Context: an optimization exercise on an open-source flow, tuned for small area and a short achievable clock period. The choices shown serve that exercise and are no tape-out recipe. No run shown here included a check of the RTL's function; only the layout flow was run. Power and IR drop assume default switching activity.

<file path="flow/run.sh">
#!/bin/bash
# synth_recipe.tcl (not shown) runs the flow's synth.tcl, then flattens the netlist and writes it again
# the make line also repeats each setting of config.mk as NAME=value (left out here)
make -C /OpenROAD-flow-scripts/flow DESIGN_CONFIG=/design/flow/config.mk WORK_HOME=/design/flow/orfs CLKGATE_MAP_FILE= SYNTH_SCRIPT=/design/flow/synth_recipe.tcl finish
</file>
<file path="flow/config.mk">
export PLATFORM = sky130hd
export DESIGN_NAME = cnn_accelerator
export DESIGN_NICKNAME = cnn_accelerator
export VERILOG_FILES = /design/flow/design.v
export SDC_FILE = /design/flow/constraint.sdc
export NUM_CORES = 4
export LEC_CHECK = 0
export ABC_CLOCK_PERIOD_IN_PS = 2500
export CAP_MARGIN = 20
export CORE_MARGIN = 2
export CORE_UTILIZATION = 40
export SETUP_SLACK_MARGIN = 3.5
export SLEW_MARGIN = 20
</file>
<file path="flow/constraint.sdc">
create_clock -name core_clock -period 6.0 [get_ports {clk}]
set_input_delay 1.2000 -clock core_clock [delete_from_list [all_inputs] [get_ports {clk}]]
set_output_delay 1.2000 -clock core_clock [all_outputs]
set_load 0.01 [all_outputs]
</file>
<file path="flow/design.v">
module kernel_rom (
    input [1:0] kernel_size,
    input [5:0] addr,
    output [4:0] wcode
);
    localparam [4:0] W0  = 5'b00000,
                     WP1 = 5'b00001, WN1 = 5'b01001,
                     WP2 = 5'b00010, WN2 = 5'b01010,
                     WP4 = 5'b00100, WN4 = 5'b01100,
                     WP3 = 5'b10001, WP6 = 5'b10010;
    reg [4:0] w0, w1;
    always @(*) begin
        case (addr)  
            0, 6: w0 = WP1;
            1, 7: w0 = W0;
            2, 8: w0 = WN1;
            3, 5: w0 = WP2;
            4: w0 = W0;
            default: w0 = WN2;
        endcase
        case (addr)  
            0, 4, 20, 24: w1 = WP1;
            1, 3, 21, 23: w1 = WP2;
            2, 22: w1 = WP4;
            5, 15: w1 = WP3;
            10, 14: w1 = WP6;
            6, 18: w1 = WN1;
            7, 17: w1 = WN2;
            8, 16: w1 = WN4;
            default: w1 = W0;
        endcase
    end
    wire [4:0] w2 = addr[0] ? WN1 : WP1;  
    assign wcode = kernel_size == 2'd0 ? w0 :
                   kernel_size == 2'd1 ? w1 :
                   kernel_size == 2'd2 ? w2 : W0;
endmodule
module pe (
    input [15:0] acc,
    input [10:0] term,
    input dbl,
    input neg,
    output [7:0] sum_lo,
    output [7:0] sum_hi,
    output c8
);
    wire [15:0] a = acc;
    wire [15:0] b = {{5{term[10]}}, term};
    wire [15:0] c = dbl ? {{4{term[10]}}, term, 1'b0} : 16'd0;
    wire [15:0] s = a ^ b ^ c;
    wire [15:0] k = (a & b) | (a & c) | (b & c);
    wire unused_c;
    add8 lo (.x(s[7:0]), .y({k[6:0], neg}), .s(sum_lo), .co(c8));
    add8 hi (.x(s[15:8]), .y(k[14:7]), .s(sum_hi), .co(unused_c));
endmodule
module add8 (
    input [7:0] x,
    input [7:0] y,
    output [7:0] s,
    output co
);
    wire [7:0] p0 = x ^ y;
    wire [7:0] g0 = x & y;
    wire [7:0] g1, p1;
    wire [7:0] g2, p2;
    wire [7:0] g3;
    genvar i;
    generate
        for (i = 0; i < 8; i = i + 1) begin : pf
            if (i % 2 == 1) begin : l1c
                assign g1[i] = g0[i] | (p0[i] & g0[i-1]);
                assign p1[i] = p0[i] & p0[i-1];
            end else begin : l1p
                assign g1[i] = g0[i];
                assign p1[i] = p0[i];
            end
            if (i % 4 >= 2) begin : l2c
                assign g2[i] = g1[i] | (p1[i] & g1[i - (i % 4) + 1]);
                assign p2[i] = p1[i] & p1[i - (i % 4) + 1];
            end else begin : l2p
                assign g2[i] = g1[i];
                assign p2[i] = p1[i];
            end
            if (i >= 4) begin : l3c
                assign g3[i] = g2[i] | (p2[i] & g2[3]);
            end else begin : l3p
                assign g3[i] = g2[i];
            end
        end
    endgenerate
    assign s = p0 ^ {g3[6:0], 1'b0};
    assign co = g3[7];
endmodule
module inc8 (
    input [7:0] x,
    input ci,
    output [7:0] s
);
    wire [7:0] c;
    assign c[0] = ci;
    genvar i;
    generate
        for (i = 1; i < 8; i = i + 1) begin : cc
            assign c[i] = ci & (&x[i-1:0]);
        end
    endgenerate
    assign s = x ^ c;
endmodule
module systolic_array (
    input clk,
    input reset,
    input [1:0] kernel_size,
    input [7:0] pixel_in,
    output [1:0] level
);
    reg [5:0] index;
    reg run_q, live_q, wrp_q;
    reg [1:0] lvl_q;
    reg [9:0] term_q;
    reg neg_q, dbl_q;
    reg [7:0] ps_hi, ps_lo;
    reg ps_c8;
    reg signed [15:0] ps_d;
    wire [4:0] wcode;
    kernel_rom kr (.kernel_size(kernel_size), .addr(index), .wcode(wcode));
    wire run = (kernel_size == 2'b00 && index < 9) ||
               (kernel_size == 2'b01 && index < 25) ||
               (kernel_size == 2'b10 && index < 49);
    wire [9:0] px = {{2{pixel_in[7]}}, pixel_in};
    wire [9:0] sh = ({10{wcode[0]}} & px) | ({10{wcode[1]}} & {px[8:0], 1'b0}) |
                    ({10{wcode[2]}} & {px[7:0], 2'b0});
    wire [9:0] term_d = sh ^ {10{wcode[3]}};
    wire [7:0] ps_hi_full;
    inc8 resolve (.x(ps_hi), .ci(ps_c8), .s(ps_hi_full));
    wire [15:0] ps_full = {ps_hi_full, ps_lo};
    wire [15:0] partial_sum = run_q ? ps_full : 16'd0;
    wire [7:0] sum_lo, sum_hi;
    wire c8;
    pe pe_inst (.acc(ps_d), .term({term_q[9], term_q}), .dbl(dbl_q), .neg(neg_q),
                .sum_lo(sum_lo), .sum_hi(sum_hi), .c8(c8));
    wire gt200 = ps_d > 16'sd200;
    wire gt500 = ps_d > 16'sd500;
    wire gt1000 = ps_d > 16'sd1000;
    assign level = wrp_q ? {gt500, gt1000 | (gt200 & ~gt500)} : lvl_q;
    always @(posedge clk) begin
        term_q <= term_d;
        neg_q <= wcode[3];
        dbl_q <= wcode[4];
        ps_lo <= sum_lo;
        ps_hi <= sum_hi;
        ps_c8 <= c8;
        ps_d <= partial_sum;
    end
    always @(posedge clk or posedge reset) begin
        if (reset) begin
            index <= 0;
            run_q <= 0;
            live_q <= 0;
            wrp_q <= 0;
            lvl_q <= 0;
        end else begin
            live_q <= 1'b1;
            run_q <= run & live_q;
            wrp_q <= !run;
            lvl_q <= level;
            if (run)
                index <= index + 1;
            else
                index <= 0;
        end
    end
endmodule
module cnn_accelerator (
    input clk,
    input reset,
    input [7:0] pixel_in,
    input [1:0] kernel_size,
    output reg detected
);
    wire [1:0] lvl;
    systolic_array sa (
        .clk(clk),
        .reset(reset),
        .kernel_size(kernel_size),
        .pixel_in(pixel_in),
        .level(lvl)
    );
    always @(posedge clk or posedge reset) begin
        if (reset)
            detected <= 0;
        else begin
            case (kernel_size)
                2'b00: detected <= |lvl;
                2'b01: detected <= lvl[1];
                2'b10: detected <= &lvl;
                default: detected <= 0;
            endcase
        end
    end
endmodule
</file>
==> results.cfg, run 1 <==
[clock_network]
cts_tree = done
cts_root_buf = clkbuf_8
cts_buffer_depth = 2
cts_inserted_buffers = 9
hold_buffers = 0
cts_max_level = 3
insertion_delay_ns = 0.34
clock_sinks = 57
clk_pin_slew_ns = 0.07

[routing]
postRouteAntennaNets = 0
vias = 2159
remaining_drc_errors = 0
wire_per_inst_um = 13.2
finalWirelength_um = 5740
drt-pass1-iter-count = 4
drt-vias-per-instance = 4.99
drtIter0Drc = 68

[yosys]
yosys-top-cells-area = dfxtp_1, ha_1, dfrtp_1
syn_area_mm2 = 0.00320
synth_flop_cell = dfxtp_1
yosysUniqueCellTypes = 54
synth_edf_count = 0
synth_nets = 359
synth_seq_area_share_pct = 37.5
post-synth-top-area-fraction_pct = 28.1
ys_warn_count = 3
ys_seq_elements = 57
synth_cells = 306
synth_top_cell_by_area = dfxtp_1
async_reset_ff_share_pct = 21.1
syn_avg_cell_area_um2 = 10.5

[die]
rows = 32
dieArea_mm2 = 0.00873
die_h_um = 93.5
die_w_um = 93.5
pin_count = 13
start_util_pct = 41.4
core_area_mm2 = 0.00773

[timing]
fin_crit_sh_pct = 41.1
hold_slack_ns = 0.433
rsz0062_at_grt = yes
setup_viol = 0
finalMaxSlewViolations = 0
fmax_mhz = 405
tns_ns = 0
relSlewSlack_pct = 55.1
hold_viol_final = 0
fin_skew_ns = 0.0106
tightest_slew_ns = 0.670
post-route-min-period_ns = 2.47

[critical_path]
reg2regPathDepth = 9
reg2reg_slack_ns = 3.53
r2r-start = sa.dbl_q
criticalPathCategory = register to register
r2r-end = sa.ps_c8
critPathArrivalTime_ns = 2.69
cp-end-kind = register
cp_max_fo = 6
required_ns = 6.22
startpoint_type = register

[global_route]
grt.total_usage_pct = 15.2
grt.overflow.total = 0
grt_antenna_before_repair = 0
grt_max_degree = 21
grt_pass1_vias = 2213
grt_pass1_wl_um = 10300

[hold_path]
worstHoldPathCells = 1
hold_end = sa.ps_d[0]
hp-start = sa.ps_lo[0]
hp-class = register to register

[pwr]
peakVddDrop_uv = 243
power.static_leakage_uw = 0.00170
powerDensity_mw_per_mm2 = 471

[placement]
gp_congestion = 0.853
placement.io_buffers = 12
place_hpwl_um = 4260

[cells_and_area]
nNetsFinal = 379
diodes = 0
final_cell_mix = dfxtp_1, ha_1, and2_1, inv_1, xor2_1
syn2layout_area_growth_pct = 15.8
drive_above_1_share_pct = 13.9
nFillCells = 745
layout_commonest_cell = dfxtp_1

[status]
outcome = timing/DRC/antenna clean

[flow_run]
drv_cap = 0
## worst max path at each step
stage                   end  slack, ns           start  cells after the start
6_report           sa.ps_c8       3.53        sa.dbl_q                      9
4_1_cts         sa.ps_hi[7]       3.49        sa.dbl_q                     11
3_3_place_gp   sa.term_q[8]       2.65  kernel_size[0]                      5
2_1_floorplan   sa.ps_hi[7]       3.49        sa.dbl_q                     12
5_1_grt            sa.ps_c8       3.45        sa.dbl_q                      9
3_5_place_dp   sa.term_q[8]       2.56  kernel_size[0]                      5
## cells by family after synthesis
| group | Yosys count | synth area share (%) |
|---|---|---|
| buf+inv | 32 | 4.42 |
| compound gates | 51 | 12.5 |
| simple gates | 88 | 15.9 |
| other cells | 1 | 0.117 |
| fa+ha+maj | 42 | 19.9 |
| mux | 1 | 0.313 |
| xor+xnor | 34 | 9.30 |
| flops | 57 | 37.5 |
## metrics by stage
stage / instance area, um^2 / setup slack [ns] / instances / power [uW] / utilization, %
floorplan: 3230 / 3.49 / 306 / 1200 / -
global placement: 3410 / 2.65 / 410 / 1330 / 44.1
global route: 3700 / 3.45 / 433 / 1910 / 47.9
finish: 3700 / 3.53 / 433 / 1740 / 47.9
CTS: 3690 / 3.49 / 431 / 1760 / 47.8
detailed placement: 3410 / 2.56 / 410 / 1340 / 44.1
## final cells by class
class	count	area, um^2	area share, %
Clock buffer	10	149	4.02
Clock inverter	6	65.1	1.76
Inverter	22	82.6	2.23
Multi-Input combinational cell	217	1890	51.1
Sequential cell	57	1210	32.6
Tap cell	102	128	3.44
Timing Repair Buffer	19	179	4.83
## where the power goes
group          switching [uW]  internal, uW  leakage, uW  total [uW]
registers                 135           537     0.000528         672
clock network             155           217     0.000107         372
logic                     339           361      0.00107         699
## synth_stat cells (4+ instances only)
| cell type | instances |
|---|---|
| ha_1 | 26 |
| a21o_1 | 9 |
| and2_1 | 23 |
| nand2_1 | 12 |
| fa_1 | 15 |
| nand2b_1 | 10 |
| inv_1 | 22 |
| a222oi_1 | 6 |
| nand3_1 | 8 |
| xnor2_1 | 15 |
| dfxtp_1 | 45 |
| dfrtp_1 | 12 |
| buf_2 | 5 |
| xor2_1 | 19 |
| a21oi_1 | 6 |
| nand4_1 | 4 |
| nor2_1 | 15 |
## worst max-delay path, stage by stage (launching register included)
cell and delay [ns]:
dfxtp_4 0.37, and2_1 0.15, fa_1 0.46, fa_2 0.37, a21o_1 0.17, a21o_1 0.19
a21o_1 0.19, a21oi_2 0.15, o21bai_1 0.11, a21o_1 0.19
## registers in the layout, indices dropped and copies added (netlist names), 2 cells and up
register and cells:
sa.term_q 10, sa.lvl_q 2, sa.ps_lo 8, sa.ps_d 16, sa.ps_hi 8, sa.index 6
## layer usage
metal  share of wire, %  track usage, %
met1                 47            19.2
met2                 49            24.2
met3                3.9            5.32
met4               0.66            5.51
met5                  0               0
## timing repair
action | CTS | global route
buffers inserted | 5 | 2
pin swaps | 9 | 10
gates resized for setup | 12 | 7
setup endpoints to repair | 24 | 15
==> inputs of run 2 (changes only) <==
--- a/flow/config.mk
+++ b/flow/config.mk
@@ -7,3 +7,3 @@
 export LEC_CHECK = 0
-export ABC_CLOCK_PERIOD_IN_PS = 2500
+export ABC_CLOCK_PERIOD_IN_PS = 2200
 export CAP_MARGIN = 20
@@ -11,3 +11,3 @@
 export CORE_UTILIZATION = 40
-export SETUP_SLACK_MARGIN = 3.5
+export SETUP_SLACK_MARGIN = 3.8
 export SLEW_MARGIN = 20
==> results.cfg, run 2 <==
[flow_run]
drv_cap = 0

[timing]
post-route-min-period_ns = 2.43
hold_viol_final = 0
fin_skew_ns = 0.0118
hold_slack_ns = 0.435
relSlewSlack_pct = 60.6
tightest_slew_ns = 0.591
tns_ns = 0
rsz0062_at_grt = yes
setup_viol = 0
fin_crit_sh_pct = 40.6
finalMaxSlewViolations = 0
fmax_mhz = 411

[yosys]
synth_flop_cell = dfxtp_1
ys_warn_count = 3
syn_area_mm2 = 0.00320
synth_cells = 306
yosys-top-cells-area = dfxtp_1, ha_1, dfrtp_1
synth_top_cell_by_area = dfxtp_1
ys_seq_elements = 57
synth_most_common_cell = dfxtp_1
synth_seq_area_share_pct = 37.5
synth_nets = 359
synth_common_cells = dfxtp_1, ha_1, and2_1
synth_edf_count = 0
post-synth-top-area-fraction_pct = 28.1
yosysUniqueCellTypes = 54
async_reset_ff_share_pct = 21.1
syn_avg_cell_area_um2 = 10.5

[die]
rows = 32
die_w_um = 93.5
core_area_mm2 = 0.00773
die_h_um = 93.5
start_util_pct = 41.4
pin_count = 13
dieArea_mm2 = 0.00873

[routing]
vias = 2194
postRouteAntennaNets = 0
remaining_drc_errors = 0
drt-pass1-iter-count = 5
finalWirelength_um = 5890
wire_per_inst_um = 13.2
drtIter0Drc = 59
drt-vias-per-instance = 4.92

[critical_path]
critPathArrivalTime_ns = 2.65
criticalPathCategory = register to register
cp_max_fo = 2
startpoint_type = register
cp-end-kind = register
required_ns = 6.22

[placement]
place_hpwl_um = 4150
placement.io_buffers = 12
post_dp_cell_area_mm2 = 0.00343
gp_congestion = 0.891

[clock_network]
insertion_delay_ns = 0.33
cts_max_level = 3
cts_tree = done
cts_buffer_depth = 2
clk_pin_slew_ns = 0.06
cts_inserted_buffers = 9
cts_root_buf = clkbuf_8
clock_sinks = 57

[pwr]
peakVddDrop_uv = 248
power_uw = 1740
power.static_leakage_uw = 0.00176
powerDensity_mw_per_mm2 = 455

[status]
outcome = timing/DRC/antenna clean

[global_route]
grt_max_degree = 21
use_met3_pct = 5.32
top_usage_layer = met2
grt_pass1_vias = 2200
grt_pass1_wl_um = 10100
grt.overflow.total = 0
grt.total_usage_pct = 15.0
grt_use_met1_pct = 18.2
grtUsageMet2_pct = 25.1
grt_antenna_before_repair = 0

[cells_and_area]
multi_input_area_mm2 = 0.00193
postLayoutCoreUtil_pct = 49.4
syn2layout_area_growth_pct = 19.3
final_cell_mix = dfxtp_1, ha_1, and2_1, inv_1, xor2_1
layout_commonest_cell = dfxtp_1
largest_register_ffs = 16
stdcell_area_mm2 = 0.00382
nNetsFinal = 392
drive_above_1_share_pct = 18.9
top_regs = sa.ps_d: 16 flops, sa.term_q: 10 flops
nFillCells = 725
diodes = 0
regMostFlops = sa.ps_d
ff_latch_area_mm2 = 0.00121

[hold_path]
hp-class = register to register
run 2: cell counts after synthesis:
Identical to the previous run, type by type.
run 2: metrics by stage:
stage	instances	setup WS, ns
5_1_grt	446	3.44
6_report	446	3.57
2_1_floorplan	306	3.49
3_5_place_dp	410	2.68
3_3_place_gp	410	2.73
4_1_cts	439	3.51
run 2: critical path, cell delays in order (launching register included):
cell and delay [ns]:
dfxtp_2 0.34, inv_2 0.05, fa_1 0.52, inv_1 0.04
ha_2 0.16, fa_2 0.34, a21o_1 0.16, a21o_1 0.18
a21o_1 0.17, a21oi_2 0.14, o21bai_1 0.09, xnor2_1 0.12
run 2: final cells by class:
type / count / share of cell area [%]
repair buffers: 32 / 7.41
well taps: 102 / 3.34
inverters: 22 / 2.16
clock buffers: 12 / 4.06
multi-input cells: 217 / 50.6
clock inverters: 4 / 0.721
flip-flops and latches: 57 / 31.7
run 2: logic make-up after synthesis:
family | Yosys count | share of synthesized area, %
xor gates and xnor gates | 34 | 9.30
DFF | 57 | 37.5
other | 1 | 0.117
AOI/OAI and AO/OA | 51 | 12.5
muxes | 1 | 0.313
adders and majority gates | 42 | 19.9
and+or+nand+nor | 88 | 15.9
buffers and inverters | 32 | 4.42
run 2: per-layer routing:
metal,vias up,wire length (um)
met5,-,0
met4,0,99
met2,39,2920
met1,1036,2700
li1,1108,-
met3,11,173
run 2: final timing paths:
check,from,to,slack (ns),cells past startpoint
max in group asynchronous,reset,sa.index[4],4.48,2
hold reg to reg,sa.ps_lo[5],sa.ps_d[5],0.43,1
setup / recovery,sa.ps_d[8],sa.ps_hi[7],3.57,11
hold / removal,sa.ps_lo[5],sa.ps_d[5],0.43,1
setup reg to reg,sa.ps_d[8],sa.ps_hi[7],3.57,11
min in group asynchronous,reset,sa.index[3],1.18,2
run 2: power by group:
| part | internal, uW | switching [uW] |
|---|---|---|
| logic | 395 | 354 |
| registers | 538 | 131 |
| clock network | 171 | 148 |
| total | 1100 | 634 |
run 2: timing repair:
action                     CTS  global route
hold buffers                 0             0
setup endpoints to repair   30            21
setup buffers               13             7
pin swaps                   15            13
gates resized for setup     24             7
==> inputs of run 3 (changes only) <==
--- a/flow/config.mk
+++ b/flow/config.mk
@@ -10,3 +10,3 @@
 export CORE_MARGIN = 2
-export CORE_UTILIZATION = 40
+export CORE_UTILIZATION = 65
 export SETUP_SLACK_MARGIN = 3.8
==> results.cfg, run 3 <==
[status]
outcome = timing/DRC/antenna clean

[yosys]
yosys-top-cells-area = dfxtp_1, ha_1, dfrtp_1
synth_common_cells = dfxtp_1, ha_1, and2_1
ys_warn_count = 3
post-synth-top-area-fraction_pct = 28.1
async_reset_ff_share_pct = 21.1
synth_cells = 306
synth_nets = 359
synth_top_cell_by_area = dfxtp_1
synth_edf_count = 0
ys_seq_elements = 57
syn_area_mm2 = 0.00320
yosysUniqueCellTypes = 54
synth_seq_area_share_pct = 37.5
synth_most_common_cell = dfxtp_1
syn_avg_cell_area_um2 = 10.5
synth_flop_cell = dfxtp_1

[critical_path]
critPathArrivalTime_ns = 2.74
cp-end-kind = register
criticalPathCategory = register to register
reg2reg_slack_ns = 3.47
cp_max_fo = 6
required_ns = 6.22
startpoint_type = register

[routing]
finalWirelength_um = 6110
drt-vias-per-instance = 5.45
wire_per_inst_um = 14.9
postRouteAntennaNets = 0
remaining_drc_errors = 0
drt-pass1-iter-count = 5
drtIter0Drc = 133
vias = 2239

[timing]
tightest_slew_ns = 0.621
rsz0062_at_grt = yes
fin_crit_sh_pct = 42.1
finalMaxSlewViolations = 0
fin_skew_ns = 0.00618
hold_slack_ns = 0.436
setup_viol = 0
fmax_mhz = 396
hold_viol_final = 0
post-route-min-period_ns = 2.53
relSlewSlack_pct = 58.4
tns_ns = 0

[pwr]
power.static_leakage_uw = 0.00178
powerDensity_mw_per_mm2 = 470
peakVddDrop_uv = 337

[global_route]
grt_pass1_wl_um = 9900
grt.overflow.total = 0
grt_max_degree = 21
grt.total_usage_pct = 24.7
grt_pass1_vias = 2164
grt_antenna_before_repair = 0

[cells_and_area]
syn2layout_area_growth_pct = 19.0
multi_input_area_mm2 = 0.00195
nNetsFinal = 392
top_regs = sa.ps_d: 16 flops, sa.term_q: 10 flops
regMostFlops = sa.ps_d
ff_latch_area_mm2 = 0.00121
drive_above_1_share_pct = 19.2
layout_commonest_cell = dfxtp_1
nFillCells = 285
stdcell_area_mm2 = 0.00381
largest_register_ffs = 16
diodes = 0
final_cell_mix = dfxtp_1, ha_1, and2_1, inv_1, xor2_1

[clock_network]
cts_root_buf = clkbuf_8
insertion_delay_ns = 0.33
cts_max_level = 3
cts_inserted_buffers = 9
clock_sinks = 57
hold_buffers = 0
cts_buffer_depth = 2
clk_pin_slew_ns = 0.06
cts_tree = done

[flow_run]
drv_cap = 0

[placement]
placement.io_buffers = 12
post_dp_cell_area_mm2 = 0.00338
gp_congestion = 0.854
place_hpwl_um = 4170

[die]
core_area_mm2 = 0.00472
rows = 25
die_w_um = 74.2
dieArea_mm2 = 0.00550
start_util_pct = 67.8
pin_count = 13
die_h_um = 74.2

[hold_path]
hp-class = register to register
## run 3: cell counts after synthesis
Identical to the previous run, type by type.
## run 3: per-layer routing
layer  track usage, %  vias up  part of all wire (%)
met5                0        -                     0
met2             40.7       37                    49
li1                 -     1110                     -
met1             30.0     1081                    46
met4             8.69        0                   1.6
met3             8.81       11                   3.0
## run 3: power by group
| group | leakage (uW) | total [uW] | switching [uW] | internal, uW |
|---|---|---|---|---|
| Combinational | 0.00115 | 777 | 373 | 404 |
| Clock | 0.000102 | 335 | 142 | 194 |
| Sequential | 0.000528 | 677 | 139 | 538 |
## run 3: final cells by class
class	instances	area share, %
clock buffer	14	4.79
sequential	57	31.7
clock inverter	2	0.263
timing repair buffer	32	7.78
inverter	22	2.17
tap	67	2.20
multi-input combinational	217	51.1
## run 3: worst paths after layout
check	cells after the start	end	start
min in group asynchronous	2	sa.lvl_q[0]	reset
setup reg to reg	11	sa.ps_hi[7]	sa.dbl_q
max in group asynchronous	2	detected	reset
hold reg to reg	1	sa.ps_d[3]	sa.ps_lo[3]
hold / removal	1	sa.ps_d[3]	sa.ps_lo[3]
setup / recovery	11	sa.ps_hi[7]	sa.dbl_q
## run 3: repair_timing
action | CTS | global route
pin swaps | 15 | 16
endpoints found under the setup margin | 31 | 20
setup buffers | 13 | 7
hold endpoints to repair | 0 | 0
resized for setup | 23 | 9
## run 3: critical path, stage by stage (launching register included)
cell      delay [ns]
dfxtp_4         0.38
nand2_2         0.06
fa_1            0.48
inv_1           0.05
ha_2            0.18
fa_2            0.37
a21o_1          0.17
a21o_1          0.18
a21o_1          0.19
a21oi_2         0.14
o21bai_1        0.09
xnor2_1         0.13
## run 3: cell families after synthesis
group	share of synthesized area [%]
other	0.117
flip-flops	37.5
adder cells (fa/ha/maj)	19.9
AO/OA/AOI/OAI	12.5
multiplexers	0.313
XOR/XNOR	9.30
AND/OR/NAND/NOR	15.9
buffers and inverters	4.42
## run 3: stage by stage
stage	instances	total power [uW]	util, %	worst slack [ns]
after floorplan	306	1210	-	3.49
after CTS	404	1760	78.8	3.44
after detailed placement	375	1350	71.7	2.70
after global routing	411	1930	80.7	3.36
final	411	1790	80.7	3.47
after global placement	375	1320	71.7	2.75

-- afterwards: timing with drivers on the ports --
In the flow no input, the clock included, has a driving cell. The finished layouts below were timed again as built, in two steps.
Step 1 assumes that a clkbuf_16 drives the clock port and a buf_2 every other input.
Step 2, shift: input delay + t, output delay - t, t = (earliest + latest rising clock arrival at the registers) / 2. This alone moves slack from input paths to output paths.
a / b / c = ideal ports / drivers / drivers and shift; a / b = the first two.
run	shift t [ns]	slack for setup (ns)	worst setup path after step 2
run 1	0.361	3.532 / 3.532 / 3.272	input to register
run 2	0.356	3.567 / 3.567 / 3.355	input to register
run 3	0.356	3.474 / 3.474 / 3.313	input to register
After both steps setup and hold are still met in every run listed. For run 1, which loses most, drivers alone change the setup slack by 0.000 ns; drivers and shift together by -0.260 ns.
